This design comes from an exercise in tuning for small area on the open sky130 flow, not from production work.
For this run, only the layout was checked, not whether the RTL still works.
Power figures rest on the tool's default switching activity, not on a simulated workload.

[config.mk]
export PLATFORM = sky130hd
export DESIGN_NAME = top
export DESIGN_NICKNAME = top
export VERILOG_FILES = /design/flow/design.v
export SDC_FILE = /design/flow/constraint.sdc
export NUM_CORES = 4
export LEC_CHECK = 0
export CAP_MARGIN = 20
export CORE_MARGIN = 2
export CORE_UTILIZATION = 45
export PLACE_DENSITY = 0.6
export SLEW_MARGIN = 20
[constraint.sdc]
create_clock -name core_clock -period 12.0 [get_ports {ACLK}]
set_input_delay 2.4000 -clock core_clock [delete_from_list [all_inputs] [get_ports {ACLK}]]
set_output_delay 2.4000 -clock core_clock [all_outputs]
set_load 0.01 [all_outputs]
[run.sh]
#!/bin/bash
# synth_recipe.tcl (not shown) runs the flow's synth.tcl, then flattens the netlist and writes it again
# the make line also repeats each setting of config.mk as NAME=value (left out here)
make -C /OpenROAD-flow-scripts/flow DESIGN_CONFIG=/design/flow/config.mk WORK_HOME=/design/flow/orfs CLKGATE_MAP_FILE= SYNTH_SCRIPT=/design/flow/synth_recipe.tcl finish
[design.v]
`timescale 1ns / 1ps
module axi_lite_slave(    
input logic ACLK,
input logic ARESETn,
input logic AWVALID,
input logic [31:0]AWADDR, 
input logic [2:0]AWPROT, 
output logic AWREADY,
input logic WVALID,
input logic [31:0] WDATA, 
input logic [3:0] WSTRB,
output logic WREADY,
input logic BREADY,
output logic BVALID,
output logic [1:0] BRESP,
input logic ARVALID,
input logic [31:0] ARADDR, 
input logic [2:0] ARPROT, 
output logic ARREADY,
input logic RREADY,
output logic RVALID,
output logic [31:0] RDATA, 
output logic [1:0] RRESP,
output logic [31:0] rd_base_addr,
output logic [31:0] wr_base_addr,
output logic [31:0] done_signal,
output logic [31:0] start_signal,
output logic busy                       
    );
parameter N=4;                          
logic [31:0] DataReg [0:N-1];               
logic [31:0]rd_addr;             
logic [31:0]wr_addr;
logic [31:0]rd_data;
logic [31:0]wr_data;
logic [1:0] wr_reg_sel;
logic [1:0] rd_reg_sel;
logic wr_en;
assign wr_reg_sel=wr_addr[3:2];
assign rd_reg_sel=rd_addr[3:2];
assign rd_base_addr=DataReg[3];
assign wr_base_addr=DataReg[2];
assign start_signal=DataReg[0];
assign done_signal=DataReg[1]; 
always_ff@(posedge ACLK,negedge ARESETn)
if(!ARESETn)
    wr_en<=0;
else if(WVALID&&WREADY&&AWVALID&&AWREADY)
    wr_en<=1;                             
else 
    wr_en<=0;
always_ff@(posedge ACLK,negedge ARESETn)
if(!ARESETn)
    busy<=0;
else if(AWVALID||WVALID)
    busy<=1;
else if(wr_en)
    busy<=0;
always_ff@(posedge ACLK,negedge ARESETn)
if(!ARESETn)
    AWREADY<=0;
else if(AWVALID&&WVALID&&~AWREADY)                         
    AWREADY<=1;
else if(AWVALID&&AWREADY&&WVALID)                          
    AWREADY<=0;
always_ff@(posedge ACLK,negedge ARESETn)
if(!ARESETn)
    wr_addr<=0;
else if(AWVALID&&AWREADY)
    wr_addr<=AWADDR;
always_ff@(posedge ACLK,negedge ARESETn)
if(!ARESETn)
    wr_data<=0;
else if(WVALID&&WREADY)
    wr_data<=WDATA;
always_ff@(posedge ACLK,negedge ARESETn)
if(!ARESETn)
    WREADY<=0;
else if(WVALID&&AWVALID&&~WREADY)
    WREADY<=1;
else if(WVALID&&WREADY&&AWVALID)
    WREADY<=0;
always_ff@(posedge ACLK,negedge ARESETn)
if(!ARESETn)
    for(int i=0;i<N;i++)
        DataReg[i]<=0;
else if(wr_en)
    DataReg[wr_reg_sel]<=wr_data;
always_ff@(posedge ACLK,negedge ARESETn)
if(!ARESETn)
    BVALID<=0;
else if(WVALID&&WREADY)
    BVALID<=1;
else if(BVALID&&BREADY&&BRESP==2'b00)
    BVALID<=0;
always_comb 
begin
    BRESP=2'b00;                       
end
always_ff@(posedge ACLK,negedge ARESETn)
if(!ARESETn)
    ARREADY<=0;
else if(ARVALID&&~ARREADY)
    ARREADY<=1;
else if(ARVALID&&ARREADY)          
    ARREADY<=0;
always_ff@(posedge ACLK,negedge ARESETn)
if(!ARESETn)
    rd_addr<=0;
else if(ARVALID&&ARREADY)            
    rd_addr<=ARADDR;
always_ff@(posedge ACLK,negedge ARESETn)
if(!ARESETn)
    RVALID<=0;
else if(ARREADY&&ARVALID)                 
    RVALID<=1;
else if(RVALID&&RREADY)                   
    RVALID<=0;
always_comb
begin
    RRESP=2'b00;
end
always_comb 
begin
    if(RVALID)
        RDATA=DataReg[rd_reg_sel];
    else
        RDATA=32'd0;    
end
endmodule
`timescale 1ns / 1ps
module axi_full_master(
input logic ACLK,
input logic ARESETn,
output logic AWVALID,           
output logic [31:0]AWADDR,
output logic [7:0]AWLEN,
output logic AWID,               
output logic [2:0]AWSIZE,        
output logic [1:0]AWBURST,       
output logic AWLOCK,             
output logic [3:0]AWCACHE,       
output logic [2:0]AWPROT,        
output logic [3:0]AWQOS,         
output logic AWUSER,             
input logic AWREADY,
output logic [63:0]WDATA,
output logic [7:0]WSTRB,
output logic WLAST,
output logic WUSER,              
output logic WVALID,
input logic WREADY,
output logic BREADY,
input logic BID,                 
input logic [1:0]BRESP,
input logic BUSER,               
input logic BVALID,
output logic ARID,               
output logic [31:0]ARADDR,
output logic [7:0]ARLEN,
output logic [2:0]ARSIZE,        
output logic [1:0]ARBURST,       
output logic ARLOCK,             
output logic [3:0]ARCACHE,       
output logic [2:0]ARPROT,        
output logic [3:0]ARQOS,         
output logic ARUSER,             
output logic ARVALID,       
input logic ARREADY,
output logic RREADY,
input logic RID,                 
input logic [63:0]RDATA,   
input logic [1:0]RRESP,          
input logic RLAST,          
input logic RUSER,               
input logic RVALID,
input logic start,
input logic [31:0] wr_base_addr,
input logic [31:0] rd_base_addr,
output logic done
    );
assign AWID = 1'b0;
assign AWSIZE  = 3'b011;
assign AWBURST = 2'b01;
assign AWLOCK  = 1'b0;
assign AWCACHE = 4'b0011;
assign AWPROT = 3'b000;
assign AWQOS = 4'b0000;
assign AWUSER = 1'b1;
assign WUSER = 1'b1;
assign ARID = 1'b0;
assign ARSIZE = 3'b011;
assign ARBURST = 2'b01;
assign ARLOCK = 1'b0;
assign ARCACHE = 4'b0011;
assign ARPROT = 3'b000;
assign ARQOS = 4'b0000;
assign ARUSER = 1'b1;
logic [9:0]wr_cnt;
logic [9:0]rd_cnt;
logic rd_done;
logic wr_done;
logic read_start;
logic write_start;
logic test_start;                    
logic test_done;                     
logic [31:0] rd_base_addr_r;         
logic [31:0] wr_base_addr_r;         
logic [9:0] test_len;             
logic [63:0] data_buffer [0:31];
enum {IDLE,READ,WRITE,DONE} State,NextState;
always_ff@(posedge ACLK,negedge ARESETn)
if(!ARESETn)
    test_len<=31;
always_ff@(posedge ACLK,negedge ARESETn)
if(!ARESETn)
    test_start<=0;
else
    test_start<=start;
always_ff@(posedge ACLK,negedge ARESETn)
if(!ARESETn)
    wr_base_addr_r<=0;
else
    wr_base_addr_r<=wr_base_addr;
always_ff@(posedge ACLK,negedge ARESETn)
if(!ARESETn)
    rd_base_addr_r<=0;
else
    rd_base_addr_r<=rd_base_addr;
always_ff@(posedge ACLK,negedge ARESETn)
if(!ARESETn)
    done<=0;
else 
    done<=test_done;
always_ff@(posedge ACLK,negedge ARESETn)
begin
    if(!ARESETn)
        State<=IDLE;
    else
        State<=NextState;
end
always@(*)
case(State)
    IDLE:if(test_start)
             NextState=READ;
         else
             NextState=IDLE;
    READ:if(rd_done)
             NextState=WRITE;
         else
             NextState=READ;
    WRITE:if(wr_done)
             NextState=DONE;
          else
             NextState=WRITE;
    DONE:NextState=IDLE;
    default:NextState=IDLE;
endcase
always_comb
   read_start=test_start;
always_ff@(posedge ACLK,negedge ARESETn)
if(!ARESETn)
    ARVALID<=1'b0;
else if(NextState==READ&&read_start)                       
    ARVALID<=1'b1;
else if(ARVALID==1'b1&&ARREADY==1'b1)                      
    ARVALID<=1'b0;
always_ff@(posedge ACLK,negedge ARESETn)
if(!ARESETn)
    ARADDR<=32'd0;
else if(NextState==READ&&read_start)
    ARADDR<=rd_base_addr_r;
always_ff@(posedge ACLK,negedge ARESETn)
if(!ARESETn)
   ARLEN<=8'd0;
else if(NextState==READ&&read_start)
   ARLEN<=test_len;
always_ff@(posedge ACLK,negedge ARESETn)
if(!ARESETn)
    rd_cnt<=10'd0;
else if(RVALID&&RREADY)       
    if(RLAST)
        rd_cnt<=0;
    else
        rd_cnt<=rd_cnt+1'b1;
always_ff@(posedge ACLK,negedge ARESETn)
if(!ARESETn)
    for(int i=0;i<32;i++)
        data_buffer[i]<=32'd0;
else if(RVALID&&RREADY)
    data_buffer[rd_cnt]<=RDATA;
always_ff@(posedge ACLK,negedge ARESETn)
if(!ARESETn)
    RREADY<=0;
else if(RVALID&&~RREADY)
    RREADY<=1;
else if(RVALID&&RREADY&&RLAST)                        
    RREADY<=0;
always_ff@(posedge ACLK,negedge ARESETn)
if(!ARESETn)
    rd_done<=0;
else if(RLAST)
    rd_done<=1;
else 
    rd_done<=0;
always_comb 
begin
    write_start=rd_done;    
end
always_ff@(posedge ACLK,negedge ARESETn)
if(!ARESETn)
   AWVALID<=0;
else if(NextState==WRITE&&write_start)
   AWVALID<=1;
else if(AWVALID&&AWREADY)                          
   AWVALID<=0;
always_ff@(posedge ACLK,negedge ARESETn)
if(!ARESETn)
   AWADDR<=32'd0;
else if(NextState==WRITE&&write_start)
   AWADDR<=wr_base_addr_r;
always_ff@(posedge ACLK,negedge ARESETn)
if(!ARESETn)
   AWLEN<=8'd0;
else if(NextState==WRITE&&write_start)
   AWLEN<=test_len;                                       
always_ff@(posedge ACLK,negedge ARESETn)
if(!ARESETn)
    wr_cnt<=10'd0;
else if(WVALID&&WREADY)                          
    if(WLAST)
        wr_cnt<=0;
    else
        wr_cnt<=wr_cnt+1;
always_ff@(posedge ACLK,negedge ARESETn)
if(!ARESETn)
    WVALID<=0;
else if(AWVALID&&AWREADY)                       
    WVALID<=1;
else if(WLAST&&WVALID&&WREADY)                  
    WVALID<=0;
always_ff@(posedge ACLK,negedge ARESETn)                  
if(!ARESETn)
    WSTRB<=8'd0;
else if(AWVALID&&AWREADY)                
    WSTRB<=8'hff;
always_comb 
begin
   if(WVALID&&WREADY)                                   
       WDATA=data_buffer[wr_cnt]+1;    
   else
       WDATA=0;
end
always_ff@(posedge ACLK,negedge ARESETn)
if(!ARESETn)
   WLAST<=0;
else if(wr_cnt==test_len-1&&WVALID&&WREADY)                            
   WLAST<=1;
else if(WLAST&&WVALID&&WREADY)                                         
   WLAST<=0;
always_ff@(posedge ACLK,negedge ARESETn)
if(!ARESETn)
   BREADY<=0;
else if(AWVALID&&AWREADY)
   BREADY<=1;
else if(BVALID&&BRESP==2'b00)                       
   BREADY<=0;
always_comb 
begin
    if(BREADY&&BVALID&&BRESP==2'b00)
        wr_done=1;
    else
        wr_done=0;    
end
always_comb
    test_done=wr_done;
endmodule
`timescale 1ns / 1ps
module top(
input logic ACLK,
input logic ARESETn,
input logic axilite_AWVALID,
input logic [31:0] axilite_AWADDR, 
input logic [2:0] axilite_AWPROT, 
output logic axilite_AWREADY,
input logic axilite_WVALID,
input logic [31:0] axilite_WDATA, 
input logic [3:0] axilite_WSTRB,
output logic axilite_WREADY,
input logic axilite_BREADY,
output logic axilite_BVALID,
output logic [1:0] axilite_BRESP,
input logic axilite_ARVALID,
input logic [31:0] axilite_ARADDR, 
input logic [2:0] axilite_ARPROT, 
output logic axilite_ARREADY,
input logic axilite_RREADY,
output logic axilite_RVALID,
output logic [31:0] axilite_RDATA, 
output logic [1:0] axilite_RRESP,
output logic busy,                            
output logic axifull_AWVALID,           
output logic [31:0] axifull_AWADDR,
output logic [7:0] axifull_AWLEN,
output logic axifull_AWID,               
output logic [2:0] axifull_AWSIZE,             
output logic [1:0] axifull_AWBURST,            
output logic axifull_AWLOCK,             
output logic [3:0] axifull_AWCACHE,            
output logic [2:0] axifull_AWPROT,             
output logic [3:0] axifull_AWQOS,              
output logic axifull_AWUSER,             
input logic axifull_AWREADY,
output logic [63:0] axifull_WDATA,
output logic [7:0] axifull_WSTRB,
output logic axifull_WLAST,
output logic axifull_WUSER,              
output logic axifull_WVALID,
input logic axifull_WREADY,
output logic axifull_BREADY,
input logic axifull_BID,                 
input logic [1:0] axifull_BRESP,
input logic axifull_BUSER,               
input logic axifull_BVALID,
output logic axifull_ARID,                
output logic [31:0] axifull_ARADDR,
output logic [7:0] axifull_ARLEN,
output logic [2:0] axifull_ARSIZE,             
output logic [1:0] axifull_ARBURST,            
output logic axifull_ARLOCK,             
output logic [3:0] axifull_ARCACHE,            
output logic [2:0] axifull_ARPROT,             
output logic [3:0] axifull_ARQOS,              
output logic axifull_ARUSER,             
output logic axifull_ARVALID,       
input logic axifull_ARREADY,
output logic axifull_RREADY,
input logic axifull_RID,                 
input logic [63:0] axifull_RDATA,   
input logic [1:0] axifull_RRESP,               
input logic axifull_RLAST,          
input logic axifull_RUSER,               
input logic axifull_RVALID,
output logic done
);
logic [31:0] rd_base_addr;
logic [31:0] wr_base_addr;
logic [31:0] start_signal;
logic [31:0] start_signal_ff;
logic [31:0] done_signal;
logic start;
always_ff@(posedge ACLK,negedge ARESETn)
if(!ARESETn)
    start<=0;
else if(start_signal[0]&&~start_signal_ff[0])           
    start<=1;
else 
    start<=0;
always_ff@(posedge ACLK,negedge ARESETn)
if(!ARESETn)
    start_signal_ff<=0;
else 
    start_signal_ff<=start_signal;
axi_lite_slave U(    
.ACLK(ACLK),
.ARESETn(ARESETn),
.AWVALID(axilite_AWVALID),
.AWADDR(axilite_AWADDR), 
.AWPROT(axilite_AWPROT), 
.AWREADY(axilite_AWREADY),
.WVALID(axilite_WVALID),
.WDATA(axilite_WDATA), 
.WSTRB(axilite_WSTRB),
.WREADY(axilite_WREADY),
.BREADY(axilite_BREADY),
.BVALID(axilite_BVALID),
.BRESP(axilite_BRESP),
.ARVALID(axilite_ARVALID),
.ARADDR(axilite_ARADDR), 
.ARPROT(axilite_ARPROT), 
.ARREADY(axilite_ARREADY),
.RREADY(axilite_RREADY),
.RVALID(axilite_RVALID),
.RDATA(axilite_RDATA), 
.RRESP(axilite_RRESP),
.rd_base_addr(rd_base_addr),
.wr_base_addr(wr_base_addr),
.done_signal(done_signal),
.start_signal(start_signal),
.busy(busy)                       
);
axi_full_master V(
.ACLK(ACLK),
.ARESETn(ARESETn),
.AWVALID(axifull_AWVALID),           
.AWADDR(axifull_AWADDR),
.AWLEN(axifull_AWLEN),
.AWID(axifull_AWID),               
.AWSIZE(axifull_AWSIZE),        
.AWBURST(axifull_AWBURST),       
.AWLOCK(axifull_AWLOCK),             
.AWCACHE(axifull_AWCACHE),       
.AWPROT(axifull_AWPROT),        
.AWQOS(axifull_AWQOS),         
.AWUSER(axifull_AWUSER),             
.AWREADY(axifull_AWREADY),
.WDATA(axifull_WDATA),
.WSTRB(axifull_WSTRB),
.WLAST(axifull_WLAST),
.WUSER(axifull_WUSER),              
.WVALID(axifull_WVALID),
.WREADY(axifull_WREADY),
.BREADY(axifull_BREADY),
.BID(axifull_BID),                 
.BRESP(axifull_BRESP),
.BUSER(axifull_BUSER),               
.BVALID(axifull_BVALID),
.ARID(axifull_ARID),               
.ARADDR(axifull_ARADDR),
.ARLEN(axifull_ARLEN),
.ARSIZE(axifull_ARSIZE),        
.ARBURST(axifull_ARBURST),       
.ARLOCK(axifull_ARLOCK),        
.ARCACHE(axifull_ARCACHE),       
.ARPROT(axifull_ARPROT),        
.ARQOS(axifull_ARQOS),         
.ARUSER(axifull_ARUSER),             
.ARVALID(axifull_ARVALID),       
.ARREADY(axifull_ARREADY),
.RREADY(axifull_RREADY),
.RID(axifull_RID),                 
.RDATA(axifull_RDATA),   
.RRESP(axifull_RRESP),          
.RLAST(axifull_RLAST),          
.RUSER(axifull_RUSER),               
.RVALID(axifull_RVALID),
.start(start),
.wr_base_addr(wr_base_addr),
.rd_base_addr(rd_base_addr),
.done(done)
);
endmodule
==> impl_metrics.json <==
{
  "synth_cell_types": 104,
  "numPortBuffers": 305,
  "critical_path.slowest_cell": "nand3b_1",
  "setup_viol": 0,
  "crit_chain": "buf_4, nand3b_1, buf_4, o2bb2ai_1, a221oi_1, and3_1, a21oi_1, nand4_1, nor4_1, nand4_1, buf_4, xnor2_1, nor2_1, clkdlybuf4s50_1",
  "track_usage_pct": 34.7,
  "fin_tns_setup_ps": 0,
  "root_buffer": "clkbuf_16",
  "final.period_utilization_pct": 92.2,
  "row_count": 179,
  "tightest_slew_ps": 1290,
  "final_max_slew_viol_count": 0,
  "r2r-end": "V.data_buffer[12][28]$_DFFE_PN0P_",
  "synth-main-ff-cell": "dfrtp_1",
  "gr-total-overflow": 0,
  "required_ps": 9600,
  "clock_sinks": 2378,
  "grt_pass1_vias": 74500,
  "netlist_instances": 7945,
  "synth_top_cell_by_area": "dfrtp_1",
  "synth.yosys.warnings": 5,
  "ys_ff_latch": 2378,
  "cts-buffers-inserted": 280,
  "cts_tree": "yes",
  "hold_path_depth": 0,
  "clock_path_buffers": 4,
  "drive_gt1_share_pct": 39.2,
  "ys_seq_area_share_pct": 55.2,
  "finalWirelength_um": 429000,
  "whs_endpoint": "V.test_start$_DFF_PN0_",
  "synth_edf_count": 0,
  "outcome": "timing/DRC/antenna clean",
  "critPathMostFrequentCell": "buf_4",
  "reg2regPathDepth": 7,
  "r2r_slack_ps": 7550,
  "worst_setup_path_end_kind": "output pin",
  "antenna_found_initial": 52,
  "synth_area_per_cell_um2": 13.6,
  "synth_top_area_share_pct": 55.2,
  "post_cts_resized": 0,
  "htreeDepth": 5,
  "synthArstFlopShare_pct": 100,
  "syn_to_final_growth_pct": 13.7,
  "vdd_ir_drop_max_mv": 0.156,
  "die_w_um": 494,
  "min_period_ps": 11070,
  "coreArea_mm2": 0.238,
  "p_total_w": 0.0299,
  "leakage_nw": 56.1,
  "power_density_mw_per_mm2": 244,
  "vias": 75500,
  "rsz0062_at_grt": "no",
  "max-slew-margin-rel_pct": 11.8,
  "fin_worst_skew_ps": 54.7,
  "holdCritStartpoint": "start$_DFF_PN0_",
  "routedWlPerCell_um": 37.4,
  "clk_pin_slew_worst_paths_ps": 60,
  "place_congestion": 0.984,
  "critPathKind": "reg2out",
  "fp.dieH_um": 494,
  "crit_fanout": 38,
  "io_pins": 431,
  "netlist_area_mm2": 0.108,
  "drv_cap": 0,
  "hpwl_um": 264000,
  "routed_via_density": 6.59,
  "critPathMaxStageDelay_ps": 970,
  "postCtsSetupRepairBufs": 0,
  "r2r-start": "V.RREADY$_DFFE_PN0P_",
  "nets": 8284,
  "fp.dieArea_mm2": 0.244,
  "hold_buffers": 0,
  "grt_max_degree": 184,
  "drtPass1Iterations": 8,
  "worstPathArrival_ps": 8670,
  "drc": 0,
  "clock_latency_ps": 930,
  "grt_pass1_wl_um": 594000,
  "synthTopCellsByArea": "dfrtp_1, mux2_2, mux2i_1",
  "hold_viol_final": 0,
  "fmax_mhz": 90.4,
  "dr.first_iter.drc_count": 9018,
  "start_util_pct": 45.3,
  "ant_nets": 0,
  "hold_path.class": "reg2reg",
  "startpoint_type": "flop"
}
==> metrics by stage <==
step	std cells	hold WS, ps	setup WS (ps)	cell area [um^2]	utilization (%)
CTS	11400	349	1580	123000	51.6
global route	11400	360	1230	123000	51.5
global placement	11000	333	2620	114000	47.8
floorplan	7992	331	4460	108000	-
finish	11500	345	932	123000	51.5
detailed placement	11000	336	2570	114000	47.8
==> cell usage in the layout (no fill, tap or decap), types with 29 or more instances in the layout <==
master	instances
a21oi_1	103
diode_2	29
o2bb2ai_1	34
a222oi_1	53
nor3_1	36
nand3_1	87
clkbuf_16	289
clkbuf_8	53
mux2_2	2334
nand3b_1	100
buf_4	270
a22oi_1	304
mux2i_1	309
nor2_1	122
and2_1	45
buf_2	43
a221oi_1	57
o21ai_0	121
clkinv_2	36
nand2_1	183
dfrtp_1	2374
clkdlybuf4s50_1	261
o22ai_1	106
nand4_1	57
nor4_1	46
mux4_2	35
conb_1	49
a22o_1	72
clkbuf_1	68
==> sequential cells by signal, summed over array words and instances (netlist names), 2 cells and up <==
register,count
U.DataReg,128
U.rd_addr,2
U.wr_addr,2
U.wr_data,32
V.ARADDR,32
V.AWADDR,32
V.State,2
V.data_buffer,2048
V.rd_base_addr_r,32
V.rd_cnt,5
V.wr_base_addr_r,32
V.wr_cnt,10
==> per-layer routing <==
layer / vias up / wire length, um / GRT usage (%)
li1: 29700 / - / -
met1: 40300 / 164000 / 44.6
met2: 4231 / 186000 / 51.1
met3: 1312 / 43500 / 9.33
met4: 36 / 34800 / 23.9
met5: - / 236 / 0
==> area by class of cell <==
class | instances | area [um^2]
diodes | 29 | 72.6
clock buffers | 410 | 8220
clock inverters | 58 | 617
fillers | 20200 | 115000
inverters | 21 | 78.8
multi-input cells | 4802 | 44900
flip-flops and latches | 2378 | 59500
well taps | 3167 | 3960
repair buffers | 597 | 5310
==> cell families (layout without fill, tap and decap cells) <==
kind of cell    after synthesis  after routing  share of synthesized area [%]
compound gates             1086           1086                           7.44
xor+xnor                     36             36                          0.292
fa+ha+maj                    13             13                          0.151
buf+inv                     812           1086                           3.90
flops                      2378           2378                           55.2
mux                        2678           2678                           28.0
other cells                   2             78                        0.00696
simple gates                940            940                           5.09
==> power by group <==
| group | total [W] | switching [W] | internal [W] | leakage [nW] |
|---|---|---|---|---|
| Combinational | 0.0101 | 0.00607 | 0.00401 | 20.2 |
| Clock | 0.00836 | 0.00340 | 0.00496 | 4.35 |
| Sequential | 0.0115 | 0.00131 | 0.0102 | 31.6 |
| Total | 0.0299 | 0.0108 | 0.0192 | 56.1 |
==> worst max-delay path by stage <==
stage	from	endpoint	slack (ps)	cells past startpoint
2_1_floorplan	V.wr_cnt[3]$_DFFE_PN0P_	axifull_WDATA[58]	4460	26
3_3_place_gp	V.wr_cnt[3]$_DFFE_PN0P_	axifull_WDATA[35]	2620	15
3_5_place_dp	V.wr_cnt[3]$_DFFE_PN0P_	axifull_WDATA[37]	2570	13
4_1_cts	V.wr_cnt[3]$_DFFE_PN0P_	axifull_WDATA[37]	1580	13
5_1_grt	V.wr_cnt[3]$_DFFE_PN0P_	axifull_WDATA[29]	1230	14
6_report	V.wr_cnt[3]$_DFFE_PN0P_	axifull_WDATA[29]	930	14
==> synth_stat cells, drive strengths merged (34+ instances only) <==
cell type / n
mux2: 2334
mux2i: 309
o21ai: 127
a221oi: 58
and2: 48
nand3b: 102
a22oi: 304
nand3: 90
nand4: 58
nand2: 203
nor4: 54
dfrtp: 2378
nor2: 135
nor3: 36
mux4: 35
o2bb2ai: 34
a21oi: 104
buf: 271
clkbuf: 520
a22o: 72
o22ai: 106
a222oi: 53
==> critical path, delay by kind of cell (launching register included) <==
family	cells	cell delay (ps)
flip-flops	1	920
AO/OA/AOI/OAI	3	570
XOR/XNOR	1	760
buffers and inverters	4	2060
AND/OR/NAND/NOR	6	3340

## static timing again, ports no longer ideal
The results above use ideal ports. As a check the final layout listed here was re-extracted and re-timed, cells and wires unchanged. Step 1 assumes that a clkbuf_16 drives the clock port and a buf_2 every other input. Step 2 adds t to the input delays and takes it off the output delays; t is the mean of the earliest and latest rising clock arrival at the registers after step 1. Input paths then give back, and output paths get back, about the clock's delay inside the block. a / b / c = ideal ports / drivers / drivers and shift; a / b = the first two.
t (ns): 1.012
setup WS [ns]: 0.932 / 0.841 / 1.853
worst register clock-pin slew, ns: 0.06 / 0.06
After both steps setup and hold are still met in this run. The setup slack of this run moves by -0.091 ns with the drivers and by +0.921 ns with both steps.
